What follows belongs to an exercise in optimizing a design on an open flow for small area; a production flow would make more cautious choices. RTL that was checked went through simulation tests only; none was proved equivalent to the original. For runs 2 to 4, only the layout was checked, not whether the RTL still works. The clock input has no modelled driver; a real chip could not lean on it and would need a root buffer or a full tree. Power and IR drop assume default switching activity.

**design/flow/design.v**
```verilog
module traffic_light(
    input  logic       clk, reset, start,
    output logic [1:0] light_color
);
    logic [2:0] k;
    wire z = (k == 3'd0);
    always_ff @(posedge clk) begin
        if (reset) begin
            light_color <= 2'b10;
            k <= 3'd4;
        end else if (z) begin
            case (light_color)
                2'b00:   k <= 3'd2;
                2'b01:   k <= 3'd4;
                default: k <= 3'd5;
            endcase
            if (start) light_color <= {light_color[0], ~(light_color[1] | light_color[0])};
        end else if (start) begin
            k <= k - 3'd1;
        end
    end
endmodule
module four_way_traffic_stop(
    input logic clk, reset, car_north, car_south, car_east, car_west,
    input logic car_north_left, car_south_left, car_east_left, car_west_left,
    output logic [1:0] light_north, light_south, light_east, light_west,
    output logic [1:0] left_north, left_south, left_east, left_west
);
    logic ax, u, v;
    logic [3:0] cnt;
    wire zt = (cnt == 4'd0);
    wire cl1 = ax ? car_east_left : car_north_left;
    wire cl2 = ax ? car_west_left : car_south_left;
    wire c1  = ax ? car_east : car_north;
    wire c2  = ax ? car_west : car_south;
    wire nu  = cl2 & (cl1 | c2);
    wire nv  = cl1 & (cl2 | c1);
    always_ff @(posedge clk) begin
        if (reset) begin
            ax <= 1'b0; u <= 1'b0; v <= 1'b0;
            cnt <= 4'd11;
        end else begin
            cnt <= zt ? 4'd11 : cnt - 4'd1;
            if (zt) begin
                if (!u && !v) begin
                    u <= nu; v <= nv;
                    if (!(nu | nv)) ax <= ~ax;
                end else begin
                    u <= 1'b0; v <= 1'b0; ax <= ~ax;
                end
            end
        end
    end
    traffic_light T_NORTH(clk, reset, ~ax & ~u, light_north);
    traffic_light T_SOUTH(clk, reset, ~ax & ~v, light_south);
    traffic_light T_EAST (clk, reset,  ax & ~u, light_east);
    traffic_light T_WEST (clk, reset,  ax & ~v, light_west);
    traffic_light L_NORTH(clk, reset, ~ax &  v, left_north);
    traffic_light L_SOUTH(clk, reset, ~ax &  u, left_south);
    traffic_light L_EAST (clk, reset,  ax &  v, left_east);
    traffic_light L_WEST (clk, reset,  ax &  u, left_west);
endmodule
```
**design/flow/run.sh**
```bash
#!/bin/bash
# synth_recipe.tcl (not shown) runs the flow's synth.tcl, then flattens the netlist and writes it again
# the make line also repeats each setting of config.mk as NAME=value (left out here)
make -C /OpenROAD-flow-scripts/flow DESIGN_CONFIG=/design/flow/config.mk WORK_HOME=/design/flow/orfs CLKGATE_MAP_FILE= SYNTH_SCRIPT=/design/flow/synth_recipe.tcl finish
```
**design/flow/config.mk**
```make
export PLATFORM = sky130hd
export DESIGN_NAME = four_way_traffic_stop
export DESIGN_NICKNAME = four_way_traffic_stop
export VERILOG_FILES = /design/flow/design.v
export SDC_FILE = /design/flow/constraint.sdc
export NUM_CORES = 4
export LEC_CHECK = 0
export CAP_MARGIN = 20
export CORE_MARGIN = 2
export CORE_UTILIZATION = 40
export SLEW_MARGIN = 20
```
**design/flow/constraint.sdc**
```tcl
create_clock -name core_clock -period 10.0 [get_ports {clk}]
set_input_delay 2.0000 -clock core_clock [delete_from_list [all_inputs] [get_ports {clk}]]
set_output_delay 2.0000 -clock core_clock [all_outputs]
set_load 0.01 [all_outputs]
```
==> flow_metrics.env, run 1 <==
export IMPL_status="timing/DRC/antenna clean"
export IMPL_worstMarginPinSlew_ns=0.629
export IMPL_ys_dominant_reg_cell="dfxtp_1"
export IMPL_cp_max_fo=6
export IMPL_hold_violations=0
export IMPL_critPathSlowestCell="clkdlybuf4s50_1"
export IMPL_rsz0062_at_grt="no"
export IMPL_num_rows=28
export IMPL_cts_resized_gates=0
export IMPL_cp_num_buf_inv=1
export IMPL_synth_commonest_cells="47 x dfxtp_1, 32 x nor2_1, 26 x nand2_1"
export IMPL_slew_viol_final=0
export IMPL_cp_arrival_ns=1.31
export IMPL_ir_worst_vdd_uv=51.1
export IMPL_setup_viol=0
export IMPL_path_class="reg -> out"
export IMPL_start_util_pct=41.6
export IMPL_slew_headroom_pct=58.0
export IMPL_path_cells="clkdlybuf4s50_1"
export IMPL_cts_buffer_depth=2
export IMPL_fin_total_pwr_uw=384
export IMPL_cp_start_kind="register"
export IMPL_seq_area_frac_synth_pct=38.2
export IMPL_synth_top_area_share_pct=38.2
export IMPL_power_density_nw_per_um2=134
export IMPL_route_detailed_drc=0
export IMPL_diodes=0
export IMPL_chipWidth_um=82.5
export IMPL_grtUsageMet2_pct=22.6
export IMPL_dpl_cell_area_um2=2760
export IMPL_grtUsageMet1_pct=19.7
export IMPL_die_y_um=82.5
export IMPL_wl_per_cell_um=11.8
export IMPL_final_seq_area_um2=941
export IMPL_clkSinkCount=47
export IMPL_multiInputGateArea_um2=1390
export IMPL_drt_pre_antenna_iters=4
export IMPL_pre_cts_ws_ns=6.36
export IMPL_antenna_found_initial=0
export IMPL_synth_area_um2=2460
export IMPL_yosys_area_top_type="dfxtp_1"
export IMPL_vias=1967
export IMPL_layout_drive_gt1_share_pct=4.82
export IMPL_placedCellCount=378
export IMPL_root_buffer="clkbuf_8"
export IMPL_antenna_left=0
export IMPL_core_um2=5920
export IMPL_yosys_cell_types_count=38
export IMPL_synth_fp_nets=314
export IMPL_grt_max_degree=36
export IMPL_cts_buffers=5
export IMPL_ys_seq_elements=47
export IMPL_drt_iter0_markers=83
export IMPL_avgSynthCellArea_um2=8.58
export IMPL_synth_edf_count=0
export IMPL_place_gp_congestion=0.730
export IMPL_fmax_ghz=0.302
export IMPL_syn_inst=287
export IMPL_io_pins=26
export IMPL_grt_busiest_layer="met2"
export IMPL_drt_wl_total_mm=4.54
export IMPL_grt_pass1_vias=1738
export IMPL_synthTopCellsByArea="dfxtp_1 38%, ha_1 8.6%, mux2i_1 6.1%, nor2_1 4.9%, nand2_1 4.0%"
export IMPL_grt_util_met3_pct=4.13
export IMPL_grt_pass1_wl_mm=7.73
export IMPL_yosysMostFrequentCell="dfxtp_1"
export IMPL_die_area_um2=6800
export IMPL_worstSkewPairLatency_ns=0.30
export IMPL_dpl_hpwl_mm=3.08
export IMPL_fin_hold_ws_ns=0.415
export IMPL_clkTransAtPathRegs_ns=0.09
export IMPL_port_buffers=25
export IMPL_p_leak_nw=1.04
export IMPL_fin_crit_ns=3.31
export IMPL_final_area_um2=2860
export IMPL_cp_top_family="buffers and inverters"
export IMPL_area_growth_pct=16.3
export IMPL_cp_end_kind="primary output"
export IMPL_grt_overflow=0
export IMPL_worst_slack_ns=6.69
export IMPL_htreeDepth=2
export IMPL_cts_tree="done"
export IMPL_async_flop_share_pct=0
export IMPL_n_fill_cell=600
export IMPL_maxCapViolCount=0
export IMPL_fin_nets=337
export IMPL_postCtsSetupBuffers=0
export IMPL_via_per_inst=5.10
export IMPL_final_cells=386
export IMPL_yosysWarningCount=2
export IMPL_fin_setup_tns_ns=0
export IMPL_cts_hold_buffers=0
export IMPL_crit_required_ns=8.00
export IMPL_min_path_type="reg -> reg"
export IMPL_slowest_delay_ns=0.58
export IMPL_utilization_pct=48.4
export IMPL_post_route_period_util_pct=33.1
export IMPL_skew_ns=0.00813
export IMPL_grt_usage_pct=14.6
==> layout make-up <==
cell class / instances / share of cell area, %
clock buffer: 7 / 3.37
clock inverter: 1 / 0.262
inverter: 19 / 2.49
multi-input combinational: 210 / 48.5
sequential: 47 / 32.9
tap: 75 / 3.28
timing repair buffer: 27 / 9.27
==> state kept, by name, indices dropped and copies added (netlist names) <==
name,count
L_NORTH.light_color,2
T_EAST.k,3
T_SOUTH.k,3
L_EAST.k,3
L_NORTH.k,3
T_WEST.light_color,2
L_WEST.k,3
T_EAST.light_color,2
ax,1
v,1
T_NORTH.k,3
T_NORTH.light_color,2
L_SOUTH.light_color,2
T_WEST.k,3
L_WEST.light_color,2
L_EAST.light_color,2
T_SOUTH.light_color,2
cnt,4
u,1
L_SOUTH.k,3
==> logic make-up after synthesis <==
logic type	after synthesis	synth area share [%]
compound gates	62	16.1
xor+xnor	8	2.85
fa+ha+maj	17	8.64
buf+inv	30	5.44
flops	47	38.2
mux	15	6.10
simple gates	108	22.7
==> cells in the final DEF, fill, tap and decap left out, types with 10 or more instances in the layout <==
cell	n
a21oi_1	15
clkdlybuf4s50_1	25
dfxtp_1	47
ha_1	17
inv_1	19
mux2i_1	15
nand2_1	26
nand2b_1	10
nor2_1	32
o21ai_0	18
==> metal layers <==
metal  share of wire, %  routed length, um
met5                  0                  0
met2                 43               1940
met1                 52               2370
met3                3.7                170
met4                1.2                 56
==> power by group <==
part / switching (mW) / internal (mW)
Clock: 0.0666 / 0.0630
Combinational: 0.0251 / 0.0248
Sequential: 0.00761 / 0.197
Total: 0.0994 / 0.285
==> path summary, 6_finish.rpt <==
| check | start | end | slack, ns | depth (start not counted) |
|---|---|---|---|---|
| max | T_SOUTH.light_color[0] | light_south[0] | 6.69 | 1 |
| min | cnt[0] | cnt[0] | 0.42 | 1 |
| max reg2reg | ax | T_NORTH.k[2] | 8.37 | 5 |
| min reg2reg | cnt[0] | cnt[0] | 0.42 | 1 |
==> inputs of run 2 (changes only) <==
--- a/design/flow/design.v
+++ b/design/flow/design.v
@@ -3,20 +3,14 @@
     output logic [1:0] light_color
 );
-    logic [2:0] k;
-    wire z = (k == 3'd0);
+    logic [2:0] k, k_n;
+    logic [1:0] c_n;
+    assign k_n[0] = (k[0] & ~k[1]) | (k[2] & start) | (reset) | (k[0] & ~start) | (~k[0] & ~k[2] & ~light_color[1]);
+    assign k_n[1] = (k[0] & ~k[1] & start & ~reset) | (k[1] & ~start & ~reset);
+    assign k_n[2] = ~((~k[2] & ~light_color[0] & ~light_color[1] & ~reset) | (k[1] & start & ~reset) | (k[0] & ~k[2] & ~reset));
+    assign c_n[0] = (~k[0] & ~k[2] & ~light_color[0] & ~light_color[1] & start & ~reset) | (light_color[0] & ~start & ~reset) | (k[0] & light_color[0] & ~reset);
+    assign c_n[1] = (light_color[1] & ~start) | (~k[0] & light_color[0] & start) | (k[0] & light_color[1]) | (k[2] & light_color[1]) | (reset);
     always_ff @(posedge clk) begin
-        if (reset) begin
-            light_color <= 2'b10;
-            k <= 3'd4;
-        end else if (z) begin
-            case (light_color)
-                2'b00:   k <= 3'd2;
-                2'b01:   k <= 3'd4;
-                default: k <= 3'd5;
-            endcase
-            if (start) light_color <= {light_color[0], ~(light_color[1] | light_color[0])};
-        end else if (start) begin
-            k <= k - 3'd1;
-        end
+        k <= k_n;
+        light_color <= c_n;
     end
 endmodule
==> design/flow/flow/run.sh (new file) <==
#!/bin/bash
# The standard layout, with the smallest buffer on each port and a clock
# tree without dummy load cells.
set -euo pipefail
export BUFFER_PORTS_ARGS="-buffer_cell sky130_fd_sc_hd__buf_1"
export CTS_ARGS="-sink_clustering_enable -repair_clock_nets -dont_use_dummy_load"
bash standard.sh > standard.log 2>&1
==> design/flow/standard.sh (new file) <==
#!/bin/bash
# synth_recipe.tcl (not shown) runs the flow's synth.tcl, then flattens the netlist and writes it again
# the make line also repeats each setting of config.mk as NAME=value (left out here)
make -C /OpenROAD-flow-scripts/flow DESIGN_CONFIG=/design/flow/config.mk WORK_HOME=/design/flow/orfs CLKGATE_MAP_FILE= SYNTH_SCRIPT=/design/flow/synth_recipe.tcl "${@:-finish}"
--- a/design/flow/config.mk
+++ b/design/flow/config.mk
@@ -6,4 +6,5 @@
 export NUM_CORES = 4
 export LEC_CHECK = 0
+export ABC_AREA = 1
 export CAP_MARGIN = 20
 export CORE_MARGIN = 2
removed: design/flow/run.sh
==> flow_metrics.env, run 2 <==
export IMPL_hold_violations=0
export IMPL_cp_num_buf_inv=1
export IMPL_port_buffers=25
export IMPL_layout_drive_gt1_share_pct=6.82
export IMPL_grt_pass1_wl_mm=6.36
export IMPL_slew_viol_final=0
export IMPL_diodes=0
export IMPL_rsz0062_at_grt="no"
export IMPL_root_buffer="clkbuf_8"
export IMPL_drt_pre_antenna_iters=4
export IMPL_pre_cts_ws_ns=6.82
export IMPL_ir_worst_vdd_uv=76.4
export IMPL_post_route_period_util_pct=28.6
export IMPL_clkSinkCount=47
export IMPL_cp_top_family="flip-flops"
export IMPL_die_area_um2=5670
export IMPL_yosysWarningCount=2
export IMPL_start_util_pct=42.2
export IMPL_via_per_inst=4.68
export IMPL_cts_hold_buffers=0
export IMPL_synth_area_um2=2030
export IMPL_crit_required_ns=8.00
export IMPL_die_y_um=75.3
export IMPL_slew_headroom_pct=58.9
export IMPL_grt_overflow=0
export IMPL_cp_arrival_ns=0.86
export IMPL_wl_per_cell_um=9.80
export IMPL_drt_iter0_markers=73
export IMPL_largest_reg_flops=4
export IMPL_cp_end_kind="primary output"
export IMPL_worst_slack_ns=7.14
export IMPL_place_gp_congestion=0.763
export IMPL_fin_crit_ns=2.86
export IMPL_min_path_type="reg -> reg"
export IMPL_cts_buffer_depth=2
export IMPL_grt_usage_pct=14.5
export IMPL_status="timing/DRC/antenna clean"
export IMPL_yosys_cell_types_count=29
export IMPL_avgSynthCellArea_um2=7.24
export IMPL_num_rows=25
export IMPL_fin_nets=321
export IMPL_chipWidth_um=75.3
export IMPL_io_pins=26
export IMPL_ys_dominant_reg_cell="dfxtp_1"
export IMPL_synthTopCellsByArea="dfxtp_1 46%, nand2_1 8.5%, nor2_1 8.5%, inv_1 7.4%, o21ai_0 6.2%"
export IMPL_area_growth_pct=11.3
export IMPL_power_density_nw_per_um2=137
export IMPL_slowest_delay_ns=0.40
export IMPL_skew_ns=0.0183
export IMPL_setup_viol=0
export IMPL_layout_common_cells="47 x dfxtp_1, 46 x nand2_1, 46 x nor2_1"
export IMPL_synth_edf_count=0
export IMPL_clkTransAtPathRegs_ns=0.08
export IMPL_yosys_area_top_type="dfxtp_1"
export IMPL_cts_resized_gates=0
export IMPL_grt_pass1_vias=1524
export IMPL_worstSkewPairLatency_ns=0.29
export IMPL_yosysMostFrequentCell="dfxtp_1"
export IMPL_cp_max_fo=4
export IMPL_route_detailed_drc=0
export IMPL_syn_inst=281
export IMPL_cts_tree="done"
export IMPL_seq_area_frac_synth_pct=46.2
export IMPL_regMostFlops="cnt"
export IMPL_path_class="reg -> out"
export IMPL_ys_seq_elements=47
export IMPL_synth_commonest_cells="47 x dfxtp_1, 46 x nand2_1, 46 x nor2_1"
export IMPL_synth_fp_nets=292
export IMPL_drt_wl_total_mm=3.68
export IMPL_critPathSlowestCell="dfxtp_1"
export IMPL_htreeDepth=2
export IMPL_antenna_left=0
export IMPL_core_um2=4820
export IMPL_vias=1756
export IMPL_synth_top_area_share_pct=46.2
export IMPL_maxCapViolCount=0
export IMPL_p_leak_nw=0.904
export IMPL_dpl_hpwl_mm=2.71
export IMPL_async_flop_share_pct=0
export IMPL_grt_max_degree=20
export IMPL_cts_buffers=5
export IMPL_path_cells="buf_1"
export IMPL_worstMarginPinSlew_ns=0.616
export IMPL_fin_setup_tns_ns=0
export IMPL_layout_commonest_cell="dfxtp_1"
export IMPL_postCtsSetupBuffers=0
export IMPL_antenna_found_initial=0
export IMPL_cp_start_kind="register"
export IMPL_fmax_ghz=0.349
## run 2: cell count changes after synthesis, moves of 7 or more
cell	delta
inv_1	+21
nand2_1	+20
ha_1	-16
mux2i_1	-15
nor2_1	+14
nand2b_1	-10
xnor2_1	-8
inv_2	+7
o21ai_0	+7
## run 2: power breakdown
part / switching, mW / internal [mW]
clock: 0.0559 / 0.0451
combinational: 0.00970 / 0.00595
sequential: 0.00220 / 0.190
total: 0.0678 / 0.242
## run 2: kinds of logic (layout without fill, tap and decap cells)
logic type | count (synthesis) | count (layout) | share of synthesized area [%]
XOR/XNOR | 1 | 1 | 0.431
adder cells (fa/ha/maj) | 1 | 1 | 0.615
AO/OA/AOI/OAI | 69 | 69 | 20.4
flip-flops | 47 | 47 | 46.2
AND/OR/NAND/NOR | 112 | 112 | 22.4
buffers and inverters | 51 | 78 | 9.90
## run 2: stage by stage
stage	std cells	power (mW)	area, um2	util (%)	hold WS (ns)
2_1_floorplan	281	0.209	2030	-	0.366
3_3_place_gp	370	0.213	2190	45.6	0.375
3_5_place_dp	370	0.213	2190	45.6	0.379
4_1_cts	375	0.315	2260	47.0	0.399
5_1_grt	375	0.322	2260	47.0	0.424
6_report	375	0.309	2260	47.0	0.399
## run 2: layer usage
metal	routed length (um)	GRT usage, %	up-vias
met1	1970	19.6	765
met2	1530	22.4	20
met5	0	0	-
met4	54	4.09	0
li1	-	-	966
met3	114	4.50	5
## run 2: area by class of cell
cell class	count	area (um2)
tap	67	83.8
sequential	47	941
timing repair buffer	26	101
fill	510	2550
multi-input combinational	183	892
clock buffer	5	68.8
inverter	47	176
## run 2: final timing paths
path                         startpoint                    end  slack, ns  cells after the start
setup / recovery  L_WEST.light_color[1]           left_west[1]       7.14                      1
hold reg to reg                  cnt[0]                 cnt[0]       0.40                      1
hold / removal                   cnt[0]                 cnt[0]       0.40                      1
setup reg to reg                     ax  T_EAST.light_color[1]       8.41                      5
==> inputs of run 3 (changes only) <==
==> design/flow/flow/run.sh (replaced) <==
#!/bin/bash
# The standard layout, with the smallest buffer on each port and a clock
# tree without dummy load cells.
set -euo pipefail
export BUFFER_PORTS_ARGS="-buffer_cell sky130_fd_sc_hd__buf_1"
export CTS_ARGS="-sink_clustering_enable -repair_clock_nets -dont_use_dummy_load -sink_clustering_size 64 -sink_clustering_max_diameter 500 -buf_list sky130_fd_sc_hd__clkbuf_16"
bash standard.sh > standard.log 2>&1
==> flow_metrics.env, run 3 <==
export IMPL_status="timing/DRC/antenna clean"
export IMPL_n_fill_cell=502
export IMPL_dpl_cell_area_um2=2190
export IMPL_ir_worst_vdd_uv=85.7
export IMPL_layout_common_cells="47 x dfxtp_1, 46 x nand2_1, 46 x nor2_1"
export IMPL_synth_top_area_share_pct=46.2
export IMPL_grt_usage_pct=14.9
export IMPL_drt_wl_total_mm=3.78
export IMPL_fin_crit_ns=2.85
export IMPL_cts_hold_buffers=0
export IMPL_grt_overflow=0
export IMPL_io_pins=26
export IMPL_cts_buffer_depth=2
export IMPL_cp_num_buf_inv=3
export IMPL_place_gp_congestion=0.763
export IMPL_hold_violations=0
export IMPL_hp_start="cnt[0]"
export IMPL_grt_pass1_wl_mm=6.45
export IMPL_cp_start_kind="input port"
export IMPL_drt_iter0_markers=86
export IMPL_synth_commonest_cells="47 x dfxtp_1, 46 x nand2_1, 46 x nor2_1"
export IMPL_layout_drive_gt1_share_pct=6.82
export IMPL_worstMarginPinSlew_ns=0.615
export IMPL_ys_dominant_reg_cell="dfxtp_1"
export IMPL_worstSkewPairLatency_ns=0.28
export IMPL_die_area_um2=5670
export IMPL_timing_rr_start="ax"
export IMPL_synthTopCellsByArea="dfxtp_1 46%, nand2_1 8.5%, nor2_1 8.5%, inv_1 7.4%, o21ai_0 6.2%"
export IMPL_fmax_ghz=0.351
export IMPL_postCtsSetupBuffers=0
export IMPL_r2r_cells=5
export IMPL_grtUsageMet2_pct=22.8
export IMPL_seq_area_frac_synth_pct=46.2
export IMPL_cp_max_fo=19
export IMPL_r2r_slack_ns=8.41
export IMPL_path_cells="buf_1, buf_4, inv_1, o31ai_1, o21bai_1"
export IMPL_slew_headroom_pct=59.0
export IMPL_cts_buffers=5
export IMPL_antenna_found_initial=0
export IMPL_synth_fp_nets=292
export IMPL_core_um2=4820
export IMPL_r2r_end="T_EAST.light_color[1]"
export IMPL_cts_resized_gates=0
export IMPL_largest_reg_flops=4
export IMPL_critPathSlowestCell="inv_1"
export IMPL_die_y_um=75.3
export IMPL_ys_seq_elements=47
export IMPL_route_detailed_drc=0
export IMPL_setup_viol=0
export IMPL_grt_busiest_layer="met2"
export IMPL_yosys_area_top_type="dfxtp_1"
export IMPL_cp_end_kind="register"
export IMPL_diodes=0
export IMPL_yosysMostFrequentCell="dfxtp_1"
export IMPL_yosysWarningCount=2
export IMPL_hold_path_endpoint="cnt[0]"
export IMPL_min_path_type="reg -> reg"
export IMPL_utilization_pct=48.2
export IMPL_wl_per_cell_um=10.1
export IMPL_htreeDepth=2
export IMPL_slew_viol_final=0
export IMPL_clkSinkCount=47
export IMPL_layout_commonest_cell="dfxtp_1"
export IMPL_via_per_inst=4.71
export IMPL_fin_hold_ws_ns=0.395
export IMPL_async_flop_share_pct=0
export IMPL_holdPathStages=1
export IMPL_synth_edf_count=0
export IMPL_avgSynthCellArea_um2=7.24
export IMPL_fin_setup_tns_ns=0
export IMPL_yosys_cell_types_count=29
export IMPL_drt_pre_antenna_iters=4
export IMPL_vias=1765
export IMPL_grt_pass1_vias=1527
export IMPL_power_density_nw_per_um2=155
export IMPL_num_rows=25
export IMPL_rsz0062_at_grt="no"
export IMPL_grt_util_met3_pct=4.50
export IMPL_port_buffers=25
export IMPL_dpl_hpwl_mm=2.71
export IMPL_grtUsageMet1_pct=19.9
export IMPL_crit_required_ns=10.18
export IMPL_worst_slack_ns=7.15
export IMPL_grt_max_degree=20
export IMPL_chipWidth_um=75.3
export IMPL_cp_top_family="buffers and inverters"
export IMPL_root_buffer="clkbuf_16"
export IMPL_regMostFlops="cnt"
export IMPL_post_route_period_util_pct=28.5
export IMPL_syn_inst=281
export IMPL_start_util_pct=42.2
export IMPL_area_growth_pct=14.0
export IMPL_path_class="in -> reg"
export IMPL_fin_nets=321
export IMPL_p_leak_nw=0.930
export IMPL_pre_cts_ws_ns=6.82
export IMPL_maxCapViolCount=0
export IMPL_antenna_left=0
export IMPL_synth_area_um2=2030
export IMPL_cp_arrival_ns=3.03
export IMPL_slowest_delay_ns=0.40
export IMPL_skew_ns=0.0128
export IMPL_final_area_um2=2320
export IMPL_cts_tree="done"
export IMPL_clkTransAtPathRegs_ns=0.06
run 3: worst max path at each step:
| stage | from | endpoint | cells past startpoint |
|---|---|---|---|
| final | reset | T_WEST.light_color[1] | 5 |
| after global placement | reset | T_WEST.light_color[1] | 5 |
| after floorplan | reset | T_NORTH.k[0] | 4 |
| after detailed placement | reset | T_WEST.light_color[1] | 5 |
| after global routing | reset | T_WEST.light_color[1] | 5 |
| after CTS | reset | T_WEST.light_color[1] | 5 |
run 3: cell families after synthesis:
kind of cell | count (synthesis) | synth area share (%)
buffers and inverters | 51 | 9.90
flip-flops | 47 | 46.2
AO/OA/AOI/OAI | 69 | 20.4
adder cells (fa/ha/maj) | 1 | 0.615
AND/OR/NAND/NOR | 112 | 22.4
XOR/XNOR | 1 | 0.431
run 3: per-layer routing:
layer  up-vias  share of wire [%]
li1        967                  -
met1       774                 53
met2        20                 42
met3         4                3.3
met4         0                1.7
met5         -                  0
run 3: layout make-up:
cell class / count / area, um2 / share of cell area (%)
inverters: 47 / 176 / 7.61
multi-input cells: 183 / 892 / 38.5
repair buffers: 26 / 101 / 4.37
flip-flops and latches: 47 / 941 / 40.6
well taps: 67 / 83.8 / 3.61
clock buffers: 5 / 125 / 5.39
run 3: worst register-to-register path: cells and delay by family, from the launching register on:
family                 cells  cell delay (ns)
buffers and inverters      2             0.25
flip-flops                 1             0.71
AND/OR/NAND/NOR            2             0.34
AO/OA/AOI/OAI              1             0.16
run 3: report_power, final:
| group | switching, mW | internal [mW] | total (mW) |
|---|---|---|---|
| Clock | 0.0623 | 0.0883 | 0.151 |
| Sequential | 0.00226 | 0.191 | 0.193 |
| Combinational | 0.00977 | 0.00595 | 0.0157 |
| Total | 0.0744 | 0.285 | 0.359 |
run 3: per-stage QoR:
| step | instances | power (mW) |
|---|---|---|
| 6_report | 375 | 0.359 |
| 5_1_grt | 375 | 0.372 |
| 4_1_cts | 375 | 0.364 |
| 3_5_place_dp | 370 | 0.213 |
| 3_3_place_gp | 370 | 0.213 |
| 2_1_floorplan | 281 | 0.209 |
==> inputs of run 4 (changes only) <==
==> design/flow/flow/run.sh (replaced) <==
#!/bin/bash
# The standard layout, with the smallest buffer on each port and a clock
# tree without dummy load cells.
set -euo pipefail
export BUFFER_PORTS_ARGS="-buffer_cell sky130_fd_sc_hd__buf_1"
export CTS_ARGS="-sink_clustering_enable -repair_clock_nets -dont_use_dummy_load -sink_clustering_size 64 -sink_clustering_max_diameter 500 -buf_list sky130_fd_sc_hd__clkbuf_8"
bash standard.sh > standard.log 2>&1
==> flow_metrics.env, run 4 <==
export IMPL_grt_overflow=0
export IMPL_slew_viol_final=0
export IMPL_core_um2=4820
export IMPL_dpl_cell_area_um2=2190
export IMPL_fmax_ghz=0.349
export IMPL_drt_iter0_markers=73
export IMPL_worstSkewPairLatency_ns=0.29
export IMPL_power_density_nw_per_um2=137
export IMPL_crit_required_ns=8.00
export IMPL_synthTopCellsByArea="dfxtp_1 46%, nand2_1 8.5%, nor2_1 8.5%, inv_1 7.4%, o21ai_0 6.2%"
export IMPL_hp_start="cnt[0]"
export IMPL_htreeDepth=2
export IMPL_rsz0062_at_grt="no"
export IMPL_diodes=0
export IMPL_yosys_cell_types_count=29
export IMPL_synth_area_um2=2030
export IMPL_layout_drive_gt1_share_pct=6.82
export IMPL_fin_crit_ns=2.86
export IMPL_synth_fp_nets=292
export IMPL_route_detailed_drc=0
export IMPL_grt_pass1_wl_mm=6.36
export IMPL_num_rows=25
export IMPL_cts_resized_gates=0
export IMPL_avgSynthCellArea_um2=7.24
export IMPL_drt_wl_total_mm=3.68
export IMPL_antenna_left=0
export IMPL_critPathSlowestCell="dfxtp_1"
export IMPL_pre_cts_ws_ns=6.82
export IMPL_min_path_type="reg -> reg"
export IMPL_start_util_pct=42.2
export IMPL_worst_slack_ns=7.14
export IMPL_regMostFlops="cnt"
export IMPL_area_growth_pct=11.3
export IMPL_synth_commonest_cells="47 x dfxtp_1, 46 x nand2_1, 46 x nor2_1"
export IMPL_cp_arrival_ns=0.86
export IMPL_layout_common_cells="47 x dfxtp_1, 46 x nand2_1, 46 x nor2_1"
export IMPL_path_cells="buf_1"
export IMPL_port_buffers=25
export IMPL_cp_start_kind="register"
export IMPL_antenna_found_initial=0
export IMPL_postCtsSetupBuffers=0
export IMPL_yosysWarningCount=2
export IMPL_grt_usage_pct=14.5
export IMPL_cp_top_family="flip-flops"
export IMPL_grt_max_degree=20
export IMPL_worstMarginPinSlew_ns=0.616
export IMPL_holdPathStages=1
export IMPL_slew_headroom_pct=58.9
export IMPL_wl_per_cell_um=9.80
export IMPL_yosysMostFrequentCell="dfxtp_1"
export IMPL_dpl_hpwl_mm=2.71
export IMPL_post_route_period_util_pct=28.6
export IMPL_hold_path_endpoint="cnt[0]"
export IMPL_hold_violations=0
export IMPL_cts_tree="done"
export IMPL_drt_pre_antenna_iters=4
export IMPL_clkTransAtPathRegs_ns=0.08
export IMPL_r2r_cells=5
export IMPL_io_pins=26
export IMPL_cp_max_fo=4
export IMPL_ir_worst_vdd_uv=76.4
export IMPL_synth_top_area_share_pct=46.2
export IMPL_maxCapViolCount=0
export IMPL_cts_buffer_depth=2
export IMPL_vias=1756
export IMPL_async_flop_share_pct=0
export IMPL_cts_hold_buffers=0
export IMPL_final_area_um2=2260
export IMPL_syn_inst=281
export IMPL_slowest_delay_ns=0.40
export IMPL_seq_area_frac_synth_pct=46.2
export IMPL_p_leak_nw=0.904
export IMPL_cp_num_buf_inv=1
export IMPL_place_gp_congestion=0.763
export IMPL_r2r_end="T_EAST.light_color[1]"
export IMPL_path_class="reg -> out"
export IMPL_ys_seq_elements=47
export IMPL_timing_rr_start="ax"
export IMPL_status="timing/DRC/antenna clean"
export IMPL_setup_viol=0
export IMPL_die_area_um2=5670
export IMPL_r2r_slack_ns=8.41
export IMPL_synth_edf_count=0
export IMPL_fin_hold_ws_ns=0.399
export IMPL_grt_pass1_vias=1524
export IMPL_fin_nets=321
export IMPL_chipWidth_um=75.3
export IMPL_layout_commonest_cell="dfxtp_1"
export IMPL_fin_setup_tns_ns=0
export IMPL_largest_reg_flops=4
export IMPL_skew_ns=0.0183
export IMPL_cp_end_kind="primary output"
export IMPL_root_buffer="clkbuf_8"
export IMPL_clkSinkCount=47
export IMPL_die_y_um=75.3
export IMPL_utilization_pct=47.0
export IMPL_ys_dominant_reg_cell="dfxtp_1"
export IMPL_yosys_area_top_type="dfxtp_1"
export IMPL_cts_buffers=5
export IMPL_via_per_inst=4.68
[run 4: cell counts after synthesis]
No cell type changed its count.
[run 4: how the worst max path moves through the flow]
stage                      startpoint               endpoint  slack (ns)  cells after the start
6_report        L_WEST.light_color[1]           left_west[1]        7.14                      1
5_1_grt                         reset  T_WEST.light_color[1]        7.03                      5
4_1_cts        T_SOUTH.light_color[1]         light_south[1]        7.12                      1
3_5_place_dp                    reset  T_WEST.light_color[1]        6.82                      5
3_3_place_gp                    reset  T_WEST.light_color[1]        6.84                      5
2_1_floorplan                   reset           T_NORTH.k[0]        7.20                      4
[run 4: worst register-to-register path, stage by stage (launching register included)]
cell and delay (ns):
dfxtp_1 0.72, inv_2 0.18, nor2_2 0.27, inv_2 0.07, o21ai_0 0.16, nand2_1 0.07
[run 4: cells by family after synthesis]
logic type	synth area share [%]
XOR/XNOR	0.431
buffers and inverters	9.90
adder cells (fa/ha/maj)	0.615
flip-flops	46.2
AO/OA/AOI/OAI	20.4
AND/OR/NAND/NOR	22.4
[run 4: per-stage QoR]
stage / std cells / power (mW)
after global placement: 370 / 0.213
after CTS: 375 / 0.315
after detailed placement: 370 / 0.213
after global routing: 375 / 0.322
final: 375 / 0.309
after floorplan: 281 / 0.209
[run 4: per-layer routing]
layer  global-route usage, %  routed length [um]  vias to the layer above
li1                        -                   -                      966
met1                    19.6                1970                      765
met2                    22.4                1530                       20
met3                    4.50                 114                        5
met4                    4.09                  54                        0
met5                       0                   0                        -
[run 4: cell type report]
type,count,area [um2]
Fill cell,510,2550
Sequential cell,47,941
Multi-Input combinational cell,183,892
Inverter,47,176
Timing Repair Buffer,26,101
Tap cell,67,83.8
Clock buffer,5,68.8
[run 4: power breakdown]
part	internal, mW	total (mW)	switching, mW
sequential	0.190	0.193	0.00220
clock	0.0451	0.101	0.0559
combinational	0.00595	0.0156	0.00970
==> inputs of run 5 (changes only) <==
==> design/flow/design.v (replaced) <==
module traffic_light(
    input  logic       clk, reset, start,
    output logic [1:0] light_color
);
    logic [2:0] k, k_n;
    logic [1:0] c_n;
    assign k_n[0] = ~((reset) | (~k[0] & ~start) | (~k[1] & ~k[2] & start) | (k[0] & k[1]));
    assign k_n[1] = (~k[0] & k[1] & ~start) | (~k[1] & start) | (reset) | (k[0] & k[1] & ~light_color[1]);
    assign k_n[2] = (k[2] & ~start) | (k[0] & k[1] & light_color[0]) | (~k[0] & ~k[2] & start) | (reset);
    assign c_n[0] = ~((~light_color[0] & ~start) | (~k[1] & ~light_color[0]) | (~k[0] & ~light_color[0]) | (reset) | (light_color[1]) | (k[0] & k[1] & light_color[0] & start));
    assign c_n[1] = (light_color[1] & ~start) | (k[0] & k[1] & light_color[0] & start) | (~k[1] & light_color[1]) | (~k[0] & light_color[1]) | (reset);
    always_ff @(posedge clk) begin
        k <= k_n;
        light_color <= c_n;
    end
endmodule
module four_way_traffic_stop(
    input logic clk, reset, car_north, car_south, car_east, car_west,
    input logic car_north_left, car_south_left, car_east_left, car_west_left,
    output logic [1:0] light_north, light_south, light_east, light_west,
    output logic [1:0] left_north, left_south, left_east, left_west
);
    logic ax, u, v;
    logic [3:0] cnt, cnt_n;
    logic zt;
    assign cnt_n[0] = ~(cnt[1] & ~reset);
    assign cnt_n[1] = cnt[2] & ~reset;
    assign cnt_n[2] = ((cnt[0] & ~cnt[1]) | cnt[3]) & ~reset;
    assign cnt_n[3] = cnt[0] & ~cnt[3] & ~reset;
    assign zt = ~(cnt[0] | cnt[1] | cnt[2] | cnt[3]);
    wire cl1 = ax ? car_east_left : car_north_left;
    wire cl2 = ax ? car_west_left : car_south_left;
    wire c1  = ax ? car_east : car_north;
    wire c2  = ax ? car_west : car_south;
    wire nu  = cl2 & (cl1 | c2);
    wire nv  = cl1 & (cl2 | c1);
    always_ff @(posedge clk) begin
        cnt <= cnt_n;
        if (reset) begin
            ax <= 1'b0; u <= 1'b0; v <= 1'b0;
        end else if (zt) begin
            if (!u && !v) begin
                u <= nu; v <= nv;
                if (!(nu | nv)) ax <= ~ax;
            end else begin
                u <= 1'b0; v <= 1'b0; ax <= ~ax;
            end
        end
    end
    traffic_light T_NORTH(clk, reset, ~ax & ~u, light_north);
    traffic_light T_SOUTH(clk, reset, ~ax & ~v, light_south);
    traffic_light T_EAST (clk, reset,  ax & ~u, light_east);
    traffic_light T_WEST (clk, reset,  ax & ~v, light_west);
    traffic_light L_NORTH(clk, reset, ~ax &  v, left_north);
    traffic_light L_SOUTH(clk, reset, ~ax &  u, left_south);
    traffic_light L_EAST (clk, reset,  ax &  v, left_east);
    traffic_light L_WEST (clk, reset,  ax &  u, left_west);
endmodule
==> design/flow/flow/run.sh (replaced) <==
#!/bin/bash
# The standard layout (standard.sh) with three changes:
# - synthesis maps with an area-oriented ABC script (flow/synth.tcl),
# - each port gets the smallest buffer (buf_1),
# - the clock tree is built without dummy load cells.
set -euo pipefail
W=$PWD
export AREA_ABC_SCRIPT=$W/flow/area.abc
export FLOW_SYNTH_TCL=$W/synth_recipe.tcl
export BUFFER_PORTS_ARGS="-buffer_cell sky130_fd_sc_hd__buf_1"
export CTS_ARGS="-sink_clustering_enable -repair_clock_nets -dont_use_dummy_load"
sed "s|SYNTH_SCRIPT=[^ ]*|SYNTH_SCRIPT=$W/flow/synth.tcl|" standard.sh > area_standard.sh
bash area_standard.sh > standard.log 2>&1
==> design/flow/flow/area.abc (new file) <==
strash
dch -f
amap
strash
dch -f
amap
topo
==> design/flow/flow/synth.tcl (new file) <==
# The standard synthesis (synth_recipe.tcl), with ABC's technology
# mapping done by an area-oriented script (flow/area.abc) in place of ORFS's.
proc abc {args} {
  set i [lsearch -exact $args -script]
  if { $i >= 0 } {
    lset args [expr {$i + 1}] $::env(AREA_ABC_SCRIPT)
  }
  yosys abc {*}$args
}
source $::env(FLOW_SYNTH_TCL)
--- a/design/flow/config.mk
+++ b/design/flow/config.mk
@@ -6,5 +6,4 @@
 export NUM_CORES = 4
 export LEC_CHECK = 0
-export ABC_AREA = 1
 export CAP_MARGIN = 20
 export CORE_MARGIN = 2
==> flow_metrics.env, run 5 <==
export IMPL_async_flop_share_pct=0
export IMPL_wl_per_cell_um=10.8
export IMPL_yosys_area_share_simple_pct=22.8
export IMPL_cp_num_buf_inv=2
export IMPL_htreeDepth=2
export IMPL_io_pins=26
export IMPL_place_gp_congestion=0.807
export IMPL_p_leak_nw=0.713
export IMPL_yosysMostFrequentCell="dfxtp_1"
export IMPL_syn_inst=231
export IMPL_cts_resized_gates=0
export IMPL_seq_area_frac_synth_pct=51.3
export IMPL_antenna_left=0
export IMPL_grt_pass1_wl_mm=6.27
export IMPL_synth_edf_count=0
export IMPL_root_buffer="clkbuf_8"
export IMPL_path_cells="buf_1, clkinv_1, o21ai_0, o21bai_1"
export IMPL_fin_crit_ns=3.59
export IMPL_multiInputGateArea_um2=766
export IMPL_post_route_period_util_pct=35.9
export IMPL_ir_worst_vdd_uv=77.3
export IMPL_hold_violations=0
export IMPL_cp_arrival_ns=3.81
export IMPL_die_y_um=71.7
export IMPL_fin_nets=273
export IMPL_cp_max_fo=22
export IMPL_n_fill_cell=461
export IMPL_yosys_cell_types_count=20
export IMPL_ys_seq_elements=47
export IMPL_synth_commonest_cells="47 x dfxtp_1, 45 x nor2_1, 34 x clkinv_1"
export IMPL_timing_rr_start="ax"
export IMPL_cts_buffer_depth=2
export IMPL_yosys_area_share_adder_pct=0
export IMPL_grt_max_degree=23
export IMPL_fmax_ghz=0.279
export IMPL_port_buffers=25
export IMPL_largest_reg_flops=4
export IMPL_yosys_area_top_type="dfxtp_1"
export IMPL_maxCapViolCount=0
export IMPL_cts_tree="done"
export IMPL_crit_required_ns=10.22
export IMPL_die_area_um2=5140
export IMPL_rsz0062_at_grt="no"
export IMPL_grt_overflow=0
export IMPL_final_seq_area_um2=941
export IMPL_route_detailed_drc=0
export IMPL_drt_wl_total_mm=3.38
export IMPL_layout_commonest_cell="dfxtp_1"
export IMPL_clkSinkCount=47
export IMPL_grt_usage_pct=15.3
export IMPL_min_path_type="reg -> reg"
export IMPL_diodes=0
export IMPL_antenna_found_initial=0
export IMPL_cp_start_kind="input port"
export IMPL_layout_drive_gt1_share_pct=1.92
export IMPL_start_util_pct=41.8
export IMPL_slowest_delay_ns=0.77
export IMPL_pre_cts_ws_ns=6.03
export IMPL_avgSynthCellArea_um2=7.94
export IMPL_core_um2=4380
export IMPL_ys_dominant_reg_cell="dfxtp_1"
export IMPL_cp_end_kind="register"
export IMPL_hp_start="cnt[1]"
export IMPL_yosysWarningCount=2
export IMPL_postCtsSetupBuffers=0
export IMPL_synth_area_um2=1830
export IMPL_fin_setup_tns_ns=0
export IMPL_num_rows=24
export IMPL_synth_compound_area_share_pct=19.0
export IMPL_area_growth_pct=12.4
export IMPL_clkTransAtPathRegs_ns=0.08
export IMPL_worst_slack_ns=6.41
export IMPL_synth_top_area_share_pct=51.3
export IMPL_chipWidth_um=71.7
export IMPL_worstSkewPairLatency_ns=0.29
export IMPL_power_density_nw_per_um2=157
export IMPL_regMostFlops="cnt"
export IMPL_slew_viol_final=0
export IMPL_setup_viol=0
export IMPL_synthMuxAreaShare_pct=0
export IMPL_synthTopCellsByArea="dfxtp_1 51%, nor2_1 9.2%, clkinv_1 7.0%, nor3_1 5.5%, a21oi_1 4.4%"
export IMPL_path_class="in -> reg"
export IMPL_critPathLaunch="reset"
export IMPL_drt_iter0_markers=61
export IMPL_worstMarginPinSlew_ns=0.789
export IMPL_cts_buffers=5
export IMPL_cp_top_family="buffers and inverters"
export IMPL_via_per_inst=5.01
export IMPL_vias=1569
export IMPL_grt_pass1_vias=1540
export IMPL_layout_common_cells="47 x dfxtp_1, 45 x nor2_1, 34 x clkinv_1"
export IMPL_status="timing/DRC/antenna clean"
export IMPL_synth_fp_nets=241
export IMPL_synth_top_family_by_area="simple AND/OR/NAND/NOR gates"
export IMPL_slew_headroom_pct=47.4
export IMPL_dpl_hpwl_mm=2.47
export IMPL_cts_hold_buffers=0
export IMPL_drt_pre_antenna_iters=4
export IMPL_synth_xor_area_share_pct=0
export IMPL_skew_ns=0.0141
export IMPL_critPathSlowestCell="clkinv_1"
==> run 5: metrics by stage <==
stage	total power [mW]	util, %	cell area [um2]	instances	hold WS [ns]
6_report	0.324	47.0	2060	313	0.433
5_1_grt	0.344	47.0	2060	313	0.456
4_1_cts	0.330	47.0	2060	313	0.429
3_5_place_dp	0.230	45.5	1990	308	0.397
3_3_place_gp	0.229	45.5	1990	308	0.390
2_1_floorplan	0.222	-	1830	231	0.375
==> run 5: logic make-up after synthesis <==
| group | count (synthesis) |
|---|---|
| buffers and inverters | 34 |
| AOI/OAI and AO/OA | 53 |
| DFF | 47 |
| and+or+nand+nor | 97 |
==> run 5: layout make-up <==
type,count,share of cell area [%]
tap,52,3.16
timing repair buffer,25,4.55
clock buffer,5,3.34
inverter,34,6.19
sequential,47,45.6
multi-input combinational,150,37.1
==> run 5: worst paths after layout <==
check	cells after the start	end	slack, ns
setup reg to reg	7	ax	7.81
hold reg to reg	1	cnt[0]	0.43
hold / removal	1	cnt[0]	0.43
setup / recovery	4	L_EAST.light_color[1]	6.41
==> run 5: power by group <==
part	internal [mW]	leakage (nW)	switching [mW]
logic	0.00965	0.293	0.0144
clock network	0.0451	0.0359	0.0542
registers	0.195	0.384	0.00605
==> run 5: worst register-to-register path, cell delays in order, from the launching register on <==
cell	delay [ns]
dfxtp_1	0.57
clkinv_1	0.35
o22ai_1	0.28
o21ai_0	0.16
a41oi_1	0.28
nor2b_1	0.19
nor2_1	0.05
a211oi_1	0.20
==> run 5: routing by layer <==
metal,wire length [um],track usage [%]
met1,1750,19.5
met2,1490,24.7
met4,37,6.92
met5,0,0
met3,104,3.52
==> inputs of run 6 (changes only) <==
==> design/flow/flow/run.sh (replaced) <==
#!/bin/bash
# The standard layout (standard.sh) with three changes:
# - synthesis maps with an area-oriented ABC script (flow/synth.tcl),
# - each port gets the smallest buffer (buf_1),
# - the clock tree is built without dummy load cells, and without its
#   root buffer, with leaf buffers sized to their loads (flow/post_cts.tcl).
set -euo pipefail
W=$PWD
export AREA_ABC_SCRIPT=$W/flow/area.abc
export FLOW_SYNTH_TCL=$W/synth_recipe.tcl
export BUFFER_PORTS_ARGS="-buffer_cell sky130_fd_sc_hd__buf_1"
export CTS_ARGS="-sink_clustering_enable -repair_clock_nets -dont_use_dummy_load"
export POST_CTS_TCL=$W/flow/post_cts.tcl
sed "s|SYNTH_SCRIPT=[^ ]*|SYNTH_SCRIPT=$W/flow/synth.tcl|" standard.sh > area_standard.sh
bash area_standard.sh > standard.log 2>&1
==> design/flow/flow/post_cts.tcl (new file) <==
set root [get_cells -quiet clkbuf_0_clk]
set leaves {}
if { [llength $root] == 1 } {
  set rootnet [get_nets clknet_0_clk]
  set leafpins [get_pins -of_objects $rootnet -filter "direction==input"]
  if { [llength $leafpins] <= 4 } {
    set clknet [get_nets clk]
    foreach p $leafpins {
      lappend leaves [get_cells -of_objects $p]
      disconnect_pin $rootnet $p
      connect_pin $clknet $p
    }
    delete_instance $root
    delete_net $rootnet
  }
}
set_propagated_clock [all_clocks]
foreach leaf $leaves {
  set onet [get_nets -of_objects [get_pins -of_objects $leaf -filter "direction==output"]]
  set sinks [get_pins -of_objects $onet -filter "direction==input"]
  foreach size {2 4 8 16} {
    replace_cell $leaf sky130_fd_sc_hd__clkbuf_$size
    estimate_parasitics -placement
    set worst 0
    foreach p $sinks {
      set s [get_property $p slew_max]
      if { $s > $worst } { set worst $s }
    }
    puts "clock leaf [get_full_name $leaf]: clkbuf_$size, [llength $sinks] sinks, worst slew $worst"
    if { $worst < 0.105 } { break }
  }
}
detailed_placement
check_placement -verbose
estimate_parasitics -placement
report_clock_skew
report_worst_slack -min
report_worst_slack -max
==> flow_metrics.env, run 6 <==
export IMPL_fmax_ghz=0.268
export IMPL_cp_start_kind="input port"
export IMPL_ir_worst_vdd_uv=76.6
export IMPL_area_growth_pct=11.3
export IMPL_p_leak_nw=0.703
export IMPL_core_um2=4380
export IMPL_via_per_inst=5.02
export IMPL_r2r_slack_ns=7.80
export IMPL_fin_crit_ns=3.74
export IMPL_skew_ns=0.0279
export IMPL_cp_max_fo=22
export IMPL_grt_pass1_vias=1521
export IMPL_wl_per_cell_um=10.7
export IMPL_utilization_pct=46.6
export IMPL_synthTopCellsByArea="dfxtp_1 51%, nor2_1 9.2%, clkinv_1 7.0%, nor3_1 5.5%, a21oi_1 4.4%"
export IMPL_die_y_um=71.7
export IMPL_maxCapViolCount=0
export IMPL_min_path_type="reg -> reg"
export IMPL_route_detailed_drc=0
export IMPL_status="timing/DRC/antenna clean"
export IMPL_synth_edf_count=0
export IMPL_seq_area_frac_synth_pct=51.3
export IMPL_cp_end_kind="register"
export IMPL_die_area_um2=5140
export IMPL_internal_power_uw=237
export IMPL_chipWidth_um=71.7
export IMPL_post_route_period_util_pct=37.4
export IMPL_num_rows=24
export IMPL_slew_viol_final=0
export IMPL_fin_nets=272
export IMPL_slew_headroom_pct=47.5
export IMPL_drt_wl_total_mm=3.34
export IMPL_critPathLaunch="reset"
export IMPL_dpl_hpwl_mm=2.47
export IMPL_ys_seq_elements=47
export IMPL_combPwrFrac_pct=8.0
export IMPL_grt_pass1_wl_mm=6.22
export IMPL_layout_common_cells="47 x dfxtp_1, 45 x nor2_1, 34 x clkinv_1"
export IMPL_fin_setup_tns_ns=0
export IMPL_power_density_nw_per_um2=148
export IMPL_timing_rr_start="ax"
export IMPL_setup_viol=0
export IMPL_grt_usage_pct=14.9
export IMPL_seqPwrFrac_pct=66.5
export IMPL_path_class="in -> reg"
export IMPL_synth_top_area_share_pct=51.3
export IMPL_ys_dominant_reg_cell="dfxtp_1"
export IMPL_vias=1566
export IMPL_critPathSlowestCell="clkinv_1"
export IMPL_hold_violations=0
export IMPL_async_flop_share_pct=0
export IMPL_antenna_left=0
export IMPL_slowest_delay_ns=0.77
export IMPL_r2r_end="ax"
export IMPL_synth_commonest_cells="47 x dfxtp_1, 45 x nor2_1, 34 x clkinv_1"
export IMPL_hp_start="cnt[1]"
export IMPL_cp_arrival_ns=3.81
export IMPL_grt_max_degree=23
export IMPL_yosysMostFrequentCell="dfxtp_1"
export IMPL_synth_fp_nets=241
export IMPL_io_pins=26
export IMPL_crit_required_ns=10.07
export IMPL_rsz0062_at_grt="no"
export IMPL_port_buffers=25
export IMPL_avgSynthCellArea_um2=7.94
export IMPL_r2r_cells=7
export IMPL_worst_slack_ns=6.26
export IMPL_clkSinkCount=47
export IMPL_diodes=0
export IMPL_place_gp_congestion=0.807
export IMPL_p_switching_uw=65.3
export IMPL_start_util_pct=41.8
export IMPL_clockPowerShare_pct=25.5
export IMPL_layout_commonest_cell="dfxtp_1"
export IMPL_path_cells="buf_1, clkinv_1, o21ai_0, o21bai_1"
export IMPL_grt_overflow=0
export IMPL_worstMarginPinSlew_ns=0.787
export IMPL_largest_reg_flops=4
export IMPL_pre_cts_ws_ns=6.03
export IMPL_drt_iter0_markers=59
export IMPL_endpoint="L_EAST.light_color[1]"
export IMPL_drt_pre_antenna_iters=4
export IMPL_regMostFlops="cnt"
export IMPL_worstSkewPairLatency_ns=0.16
export IMPL_yosys_area_top_type="dfxtp_1"
export IMPL_synth_area_um2=1830
export IMPL_yosys_cell_types_count=20
export IMPL_yosysWarningCount=2
export IMPL_syn_inst=231
export IMPL_p_sw_share_pct=21.6
export IMPL_clkTransAtPathRegs_ns=0.08
export IMPL_layout_drive_gt1_share_pct=1.54
export IMPL_antenna_found_initial=0
run 6: cell count changes in the layout (fill, tap and decap cells not counted):
cell      previous run  this run
clkbuf_8             5         3
clkbuf_4             0         1
run 6: stage by stage:
| stage | area, um2 | hold slack, ns | total power, mW | instances |
|---|---|---|---|---|
| after global routing | 2040 | 0.457 | 0.321 | 312 |
| after detailed placement | 1990 | 0.397 | 0.230 | 308 |
| after global placement | 1990 | 0.390 | 0.229 | 308 |
| final | 2040 | 0.434 | 0.302 | 312 |
| after floorplan | 1830 | 0.375 | 0.222 | 231 |
run 6: cells by family after synthesis:
logic type	Yosys count	share of synthesized area, %
simple gates	97	22.8
compound gates	53	19.0
flops	47	51.3
buf+inv	34	6.96
run 6: metal layers:
layer | up-vias | share of wire, % | track usage, %
li1 | 859 | - | -
met1 | 682 | 52 | 19.5
met2 | 19 | 44 | 24.7
met3 | 6 | 2.8 | 3.09
met4 | 0 | 1.1 | 5.03
met5 | - | 0 | 0
run 6: layout make-up:
class	count	area, um2
sequential	47	941
fill	464	2340
tap	52	65.1
clock buffer	4	48.8
inverter	34	128
multi-input combinational	150	766
timing repair buffer	25	93.8
run 6: how the worst min path moves through the flow:
stage,endpoint,slack [ns],cells past startpoint
finish,cnt[0],0.43,1
global route,cnt[0],0.46,1
detailed placement,cnt[0],0.40,1
global placement,cnt[0],0.39,1
floorplan,cnt[0],0.37,1
run 6: power groups by stage:
stage                     Clock (mW)  Sequential [mW]  Combinational, mW
after floorplan                    0            0.204             0.0172
after global routing          0.0901            0.202             0.0286
after global placement             0            0.205             0.0241
after detailed placement           0            0.205             0.0244
final                         0.0771            0.201             0.0240
run 6: critical path, delay by kind of cell:
family | cells | cell delay (ns)
buffers and inverters | 2 | 1.35
AO/OA/AOI/OAI | 2 | 0.46
==> inputs of run 7 (changes only) <==
--- a/design/flow/flow/run.sh
+++ b/design/flow/flow/run.sh
@@ -1,5 +1,6 @@
 #!/bin/bash
 # The standard layout (standard.sh) with three changes:
-# - synthesis maps with an area-oriented ABC script (flow/synth.tcl),
+# - synthesis maps with area-oriented ABC scripts, keeping the smallest
+#   result (flow/synth.tcl),
 # - each port gets the smallest buffer (buf_1),
 # - the clock tree is built without dummy load cells, and without its
@@ -7,5 +8,5 @@
 set -euo pipefail
 W=$PWD
-export AREA_ABC_SCRIPT=$W/flow/area.abc
+export AREA_ABC_DIR=$W/flow/abc
 export FLOW_SYNTH_TCL=$W/synth_recipe.tcl
 export BUFFER_PORTS_ARGS="-buffer_cell sky130_fd_sc_hd__buf_1"
==> design/flow/flow/abc/a1.abc (new file) <==
strash
dch -f
amap
strash
dch -f
amap
topo
==> design/flow/flow/abc/a12.abc (new file) <==
strash
dch -f
amap -F 10 -A 20
topo
==> design/flow/flow/abc/a2.abc (new file) <==
strash
dch -f
amap
topo
==> design/flow/flow/abc/b1.abc (new file) <==
strash
dch
amap
topo
==> design/flow/flow/abc/b12.abc (new file) <==
sop
fx
strash
dch -f
amap
topo
==> design/flow/flow/abc/b3.abc (new file) <==
strash
balance
dch -f
amap
topo
==> design/flow/flow/abc/b4.abc (new file) <==
strash
drw
dch -f
amap
topo
==> design/flow/flow/abc/b9.abc (new file) <==
strash
rewrite -l
rewrite -z -l
dch -f
amap
topo
--- a/design/flow/flow/post_cts.tcl
+++ b/design/flow/flow/post_cts.tcl
@@ -28,5 +28,5 @@
     }
     puts "clock leaf [get_full_name $leaf]: clkbuf_$size, [llength $sinks] sinks, worst slew $worst"
-    if { $worst < 0.105 } { break }
+    if { $worst < 0.115 } { break }
   }
 }
==> design/flow/flow/synth.tcl (replaced) <==
# The standard synthesis (synth_recipe.tcl), with ABC's technology
# mapping done by area-oriented scripts (flow/abc/*.abc) in place of ORFS's:
# each script maps the same logic and the smallest result is kept.
proc abc {args} {
  set i [lsearch -exact $args -script]
  set lib [lindex $args [expr {[lsearch -exact $args -liberty] + 1}]]
  yosys design -save area_abc_in
  set best_area 1e18
  set best_script ""
  foreach script [lsort [glob $::env(AREA_ABC_DIR)/*.abc]] {
    yosys design -load area_abc_in
    lset args [expr {$i + 1}] $script
    yosys abc {*}$args
    set st [tee -q -s result.string stat -liberty $lib]
    set area 1e18
    foreach {m a} [regexp -all -inline {Chip area for [^:]*: ([0-9.]+)} $st] { set area $a }
    puts "area_abc: $script -> $area"
    if { $area < $best_area } {
      set best_area $area
      set best_script $script
      yosys design -save area_abc_best
    }
  }
  puts "area_abc: kept $best_script ($best_area)"
  yosys design -load area_abc_best
}
source $::env(FLOW_SYNTH_TCL)
removed: design/flow/flow/area.abc
==> flow_metrics.env, run 7 <==
export IMPL_wl_per_cell_um=11.4
export IMPL_start_util_pct=41.8
export IMPL_drt_pre_antenna_iters=4
export IMPL_ys_seq_elements=47
export IMPL_n_fill_cell=446
export IMPL_place_gp_congestion=0.737
export IMPL_dpl_hpwl_mm=2.50
export IMPL_syn_inst=220
export IMPL_hold_violations=0
export IMPL_grt_pass1_wl_mm=6.06
export IMPL_cp_end_kind="register"
export IMPL_seq_area_frac_synth_pct=51.4
export IMPL_min_path_type="reg -> reg"
export IMPL_die_y_um=71.7
export IMPL_route_detailed_drc=0
export IMPL_diodes=0
export IMPL_p_leak_nw=0.755
export IMPL_setup_viol=0
export IMPL_maxCapViolCount=0
export IMPL_num_rows=24
export IMPL_synthTopCellsByArea="dfxtp_1 51%, nor2_1 6.6%, clkinv_1 5.7%, nor3_1 5.5%, nand2_1 5.1%"
export IMPL_antenna_found_initial=0
export IMPL_clkSinkCount=47
export IMPL_fin_setup_tns_ns=0
export IMPL_fin_nets=262
export IMPL_area_growth_pct=11.4
export IMPL_power_density_nw_per_um2=148
export IMPL_final_cells=302
export IMPL_grt_pass1_vias=1368
export IMPL_port_buffers=25
export IMPL_slew_headroom_pct=57.6
export IMPL_ys_dominant_reg_cell="dfxtp_1"
export IMPL_synth_edf_count=0
export IMPL_synth_fp_nets=230
export IMPL_crit_required_ns=10.04
export IMPL_cp_start_kind="input port"
export IMPL_async_flop_share_pct=0
export IMPL_synth_top_area_share_pct=51.4
export IMPL_fin_crit_ns=3.22
export IMPL_die_area_um2=5130
export IMPL_via_per_inst=5.30
export IMPL_yosysMostFrequentCell="dfxtp_1"
export IMPL_grt_overflow=0
export IMPL_clkTransAtPathRegs_ns=0.11
export IMPL_grt_usage_pct=14.7
export IMPL_layout_commonest_cell="dfxtp_1"
export IMPL_path_class="in -> reg"
export IMPL_placedCellCount=298
export IMPL_skew_ns=0.0320
export IMPL_cp_arrival_ns=3.26
export IMPL_yosys_area_top_type="dfxtp_1"
export IMPL_layout_drive_gt1_share_pct=2.00
export IMPL_io_pins=26
export IMPL_synth_area_um2=1830
export IMPL_post_route_period_util_pct=32.2
export IMPL_layout_common_cells="47 x dfxtp_1, 32 x nor2_1, 28 x clkinv_1"
export IMPL_ir_worst_vdd_uv=95.4
export IMPL_utilization_pct=46.5
export IMPL_drt_iter0_markers=87
export IMPL_slew_viol_final=0
export IMPL_fmax_ghz=0.310
export IMPL_worstSkewPairLatency_ns=0.17
export IMPL_vias=1602
export IMPL_chipWidth_um=71.7
export IMPL_status="timing/DRC/antenna clean"
export IMPL_yosysWarningCount=2
export IMPL_grt_max_degree=26
export IMPL_worstMarginPinSlew_ns=0.630
export IMPL_synth_commonest_cells="47 x dfxtp_1, 32 x nor2_1, 28 x clkinv_1"
export IMPL_cp_max_fo=25
export IMPL_regMostFlops="cnt"
export IMPL_avgSynthCellArea_um2=8.32
export IMPL_core_um2=4380
export IMPL_largest_reg_flops=4
export IMPL_rsz0062_at_grt="no"
export IMPL_drt_wl_total_mm=3.45
export IMPL_antenna_left=0
export IMPL_yosys_cell_types_count=22
[run 7: logic make-up after synthesis]
family	count (synthesis)	share of synthesized area (%)
and+or+nand+nor	80	18.1
buffers and inverters	28	5.74
AOI/OAI and AO/OA	65	24.7
DFF	47	51.4
[run 7: through the flow]
step,power [mW],setup WS [ns],area (um2),hold WS (ns)
2_1_floorplan,0.223,7.03,1830,0.380
3_3_place_gp,0.232,6.64,2000,0.394
3_5_place_dp,0.232,6.60,2000,0.408
5_1_grt,0.315,6.60,2040,0.434
6_report,0.302,6.78,2040,0.429
[run 7: area by class of cell]
cell class	instances	area [um2]	area share, %
inverters	28	105	5.15
repair buffers	26	101	4.97
clock buffers	4	42.5	2.09
multi-input cells	145	785	38.5
flip-flops and latches	47	941	46.1
well taps	52	65.1	3.19
[run 7: metal layers]
| layer | wire length [um] | track usage [%] |
|---|---|---|
| met4 | 63 | 6.29 |
| met1 | 1760 | 21.0 |
| met5 | 0 | 0 |
| met3 | 165 | 3.09 |
| met2 | 1460 | 21.6 |
[run 7: report_power, final]
part | switching, mW | total (mW) | internal (mW)
registers | 0.00715 | 0.203 | 0.196
clock network | 0.0462 | 0.0742 | 0.0280
logic | 0.0147 | 0.0248 | 0.0101
total | 0.0681 | 0.302 | 0.234
[run 7: worst max-delay path, stage by stage]
cell      delay (ns)
buf_1           0.07
buf_4           0.27
clkinv_1        0.49
nand2_1         0.24
o21ai_0         0.10
o311ai_0        0.09
[run 7: path summary, 6_finish.rpt]
check         start     endpoint  slack, ns  cells past startpoint
max reg2reg      ax           ax       8.16                      8
min reg2reg  cnt[1]       cnt[0]       0.43                      1
min          cnt[1]       cnt[0]       0.43                      1
max           reset  L_WEST.k[2]       6.78                      6
==> inputs of run 8 (changes only) <==
==> design/flow/flow/abc/s01.abc (new file) <==
strash
dch -f
amap
topo
==> design/flow/flow/abc/s02.abc (new file) <==
strash
dch
amap
topo
==> design/flow/flow/abc/s03.abc (new file) <==
strash
dch -f
amap -F 10 -A 20
topo
==> design/flow/flow/abc/s04.abc (new file) <==
strash
dch -f
amap
strash
dch -f
amap
topo
==> design/flow/flow/abc/s05.abc (new file) <==
strash
balance
dch -f
amap
topo
==> design/flow/flow/abc/s06.abc (new file) <==
strash
balance
dch
amap
topo
==> design/flow/flow/abc/s07.abc (new file) <==
strash
balance
dch -f
amap -F 10 -A 20
topo
==> design/flow/flow/abc/s08.abc (new file) <==
strash
balance
dch -f
amap
strash
dch -f
amap
topo
==> design/flow/flow/abc/s09.abc (new file) <==
strash
rewrite -l
rewrite -z -l
dch -f
amap
topo
==> design/flow/flow/abc/s10.abc (new file) <==
strash
rewrite -l
rewrite -z -l
dch
amap
topo
==> design/flow/flow/abc/s11.abc (new file) <==
strash
rewrite -l
rewrite -z -l
dch -f
amap -F 10 -A 20
topo
==> design/flow/flow/abc/s12.abc (new file) <==
strash
rewrite -l
rewrite -z -l
dch -f
amap
strash
dch -f
amap
topo
==> design/flow/flow/abc/s13.abc (new file) <==
strash
drw
dch -f
amap
topo
==> design/flow/flow/abc/s14.abc (new file) <==
strash
drw
dch
amap
topo
==> design/flow/flow/abc/s15.abc (new file) <==
strash
drw
dch -f
amap -F 10 -A 20
topo
==> design/flow/flow/abc/s16.abc (new file) <==
strash
drw
dch -f
amap
strash
dch -f
amap
topo
==> design/flow/flow/abc/s17.abc (new file) <==
strash
balance
rewrite
refactor
balance
rewrite
rewrite -z
balance
refactor -z
rewrite -z
balance
dch -f
amap
topo
==> design/flow/flow/abc/s18.abc (new file) <==
strash
balance
rewrite
refactor
balance
rewrite
rewrite -z
balance
refactor -z
rewrite -z
balance
dch
amap
topo
==> design/flow/flow/abc/s19.abc (new file) <==
strash
balance
rewrite
refactor
balance
rewrite
rewrite -z
balance
refactor -z
rewrite -z
balance
dch -f
amap -F 10 -A 20
topo
==> design/flow/flow/abc/s20.abc (new file) <==
strash
balance
rewrite
refactor
balance
rewrite
rewrite -z
balance
refactor -z
rewrite -z
balance
dch -f
amap
strash
dch -f
amap
topo
==> design/flow/flow/abc/s25.abc (new file) <==
strash
rewrite -l
refactor -l
rewrite -z -l
dch -f
amap
topo
==> design/flow/flow/abc/s26.abc (new file) <==
strash
rewrite -l
refactor -l
rewrite -z -l
dch
amap
topo
==> design/flow/flow/abc/s27.abc (new file) <==
strash
rewrite -l
refactor -l
rewrite -z -l
dch -f
amap -F 10 -A 20
topo
==> design/flow/flow/abc/s28.abc (new file) <==
strash
rewrite -l
refactor -l
rewrite -z -l
dch -f
amap
strash
dch -f
amap
topo
removed: design/flow/flow/abc/a1.abc
removed: design/flow/flow/abc/a12.abc
removed: design/flow/flow/abc/a2.abc
removed: design/flow/flow/abc/b1.abc
removed: design/flow/flow/abc/b12.abc
removed: design/flow/flow/abc/b3.abc
removed: design/flow/flow/abc/b4.abc
removed: design/flow/flow/abc/b9.abc
==> flow_metrics.env, run 8 <==
export IMPL_power_density_nw_per_um2=147
export IMPL_worstMarginPinSlew_ns=0.475
export IMPL_yosys_area_top_type="dfxtp_1"
export IMPL_ys_seq_elements=47
export IMPL_dpl_hpwl_mm=2.45
export IMPL_seq_area_frac_synth_pct=51.6
export IMPL_syn_inst=229
export IMPL_route_detailed_drc=0
export IMPL_drt_pre_antenna_iters=4
export IMPL_area_growth_pct=11.8
export IMPL_io_pins=26
export IMPL_via_per_inst=5.09
export IMPL_cp_start_kind="input port"
export IMPL_setup_viol=0
export IMPL_r2r_cells=7
export IMPL_start_util_pct=41.6
export IMPL_layout_common_cells="47 x dfxtp_1, 40 x nor2_1, 30 x clkinv_1"
export IMPL_num_rows=24
export IMPL_holdPathStages=1
export IMPL_wl_per_cell_um=10.8
export IMPL_place_gp_congestion=0.761
export IMPL_antenna_left=0
export IMPL_fmax_ghz=0.320
export IMPL_n_fill_cell=454
export IMPL_grt_overflow=0
export IMPL_layout_drive_gt1_share_pct=1.93
export IMPL_async_flop_share_pct=0
export IMPL_status="timing/DRC/antenna clean"
export IMPL_post_route_period_util_pct=31.3
export IMPL_slew_headroom_pct=68.2
export IMPL_vias=1582
export IMPL_p_sw_share_pct=21.4
export IMPL_grt_usage_pct=14.7
export IMPL_drt_wl_total_mm=3.37
export IMPL_seqPwrFrac_pct=66.6
export IMPL_final_cells=311
export IMPL_maxCapViolCount=0
export IMPL_synth_commonest_cells="47 x dfxtp_1, 40 x nor2_1, 30 x clkinv_1"
export IMPL_core_um2=4380
export IMPL_slew_viol_final=0
export IMPL_hp_start="cnt[1]"
export IMPL_path_class="in -> reg"
export IMPL_r2r_slack_ns=7.96
export IMPL_yosysMostFrequentCell="dfxtp_1"
export IMPL_combPwrFrac_pct=7.1
export IMPL_fin_crit_ns=3.13
export IMPL_p_switching_uw=64.0
export IMPL_timing_rr_start="ax"
export IMPL_internal_power_uw=235
export IMPL_synthTopCellsByArea="dfxtp_1 52%, nor2_1 8.2%, nor3_1 6.9%, clkinv_1 6.2%, a21oi_1 4.9%"
export IMPL_fin_setup_tns_ns=0
export IMPL_die_area_um2=5110
export IMPL_synth_edf_count=0
export IMPL_hold_path_endpoint="cnt[0]"
export IMPL_chipWidth_um=71.5
export IMPL_placedCellCount=307
export IMPL_yosys_cell_types_count=16
export IMPL_synth_top_area_share_pct=51.6
export IMPL_cp_max_fo=23
export IMPL_synth_area_um2=1820
export IMPL_fin_nets=271
export IMPL_die_y_um=71.5
export IMPL_diodes=0
export IMPL_hold_violations=0
export IMPL_cp_arrival_ns=3.20
export IMPL_yosysWarningCount=2
export IMPL_cp_end_kind="register"
export IMPL_worstSkewPairLatency_ns=0.16
export IMPL_ys_dominant_reg_cell="dfxtp_1"
export IMPL_port_buffers=25
export IMPL_clockPowerShare_pct=26.3
## run 8: changes by cell type after synthesis, moves of 4 or more
cell	before	now
o21bai_1	0	8
nand3_1	1	9
o21ai_0	17	10
a221oi_1	4	0
nand2_1	25	18
o211a_1	5	0
a21oi_1	9	18
nor4_1	1	9
o311ai_0	5	0
o22ai_1	6	0
nor2_1	32	40
nor3_1	20	25
## run 8: cell type report
cell class	count	area [um2]	share of cell area (%)
Timing Repair Buffer	26	101	4.97
Clock buffer	4	48.8	2.39
Sequential cell	47	941	46.2
Tap cell	52	65.1	3.19
Multi-Input combinational cell	152	769	37.8
Inverter	30	113	5.52
## run 8: worst max path at each step
| stage | from | end | slack (ns) | cells after the start |
|---|---|---|---|---|
| after floorplan | car_east_left | ax | 7.01 | 6 |
| after global placement | reset | L_WEST.light_color[0] | 6.72 | 5 |
| after detailed placement | reset | L_NORTH.light_color[1] | 6.69 | 5 |
| after global routing | reset | L_SOUTH.light_color[1] | 6.64 | 5 |
| final | reset | L_NORTH.light_color[1] | 6.87 | 5 |
## run 8: power groups by stage
stage	clock network, mW	logic, mW	registers, mW
2_1_floorplan	0	0.0144	0.203
3_3_place_gp	0	0.0212	0.204
3_5_place_dp	0	0.0215	0.203
5_1_grt	0.0893	0.0248	0.200
6_report	0.0785	0.0212	0.199
## run 8: cell families after synthesis
logic type             count (synthesis)  share of synthesized area [%]
AOI/OAI and AO/OA                     50                           17.5
buffers and inverters                 30                           6.18
DFF                                   47                           51.6
and+or+nand+nor                      102                           24.7
## run 8: per-stage QoR
step	setup WS (ns)	total power [mW]	instance area, um2	util, %	hold slack (ns)
finish	6.87	0.299	2040	46.5	0.420
global route	6.64	0.314	2040	46.5	0.459
detailed placement	6.69	0.225	1990	45.4	0.396
global placement	6.72	0.225	1990	45.4	0.402
floorplan	7.01	0.217	1820	-	0.380
## run 8: worst max-delay path, cell delays in order
cell and delay [ns]:
buf_1 0.07, buf_4 0.26, clkinv_1 0.46, o21ai_0 0.26
o21bai_1 0.15
## run 8: per-layer routing
layer	GRT usage, %	share of wire, %	vias up
li1	-	-	857
met1	19.9	52	701
met2	22.7	43	21
met3	3.80	3.1	3
met4	5.03	1.2	0
met5	0	0	-

Check on run 8: ideal ports give 6.870 ns setup slack; a clkbuf_16 on the clock port and buf_2 on the inputs give 6.896 ns; moving port delays by the midpoint clock arrival (0.200 ns) as well gives 6.696 ns.
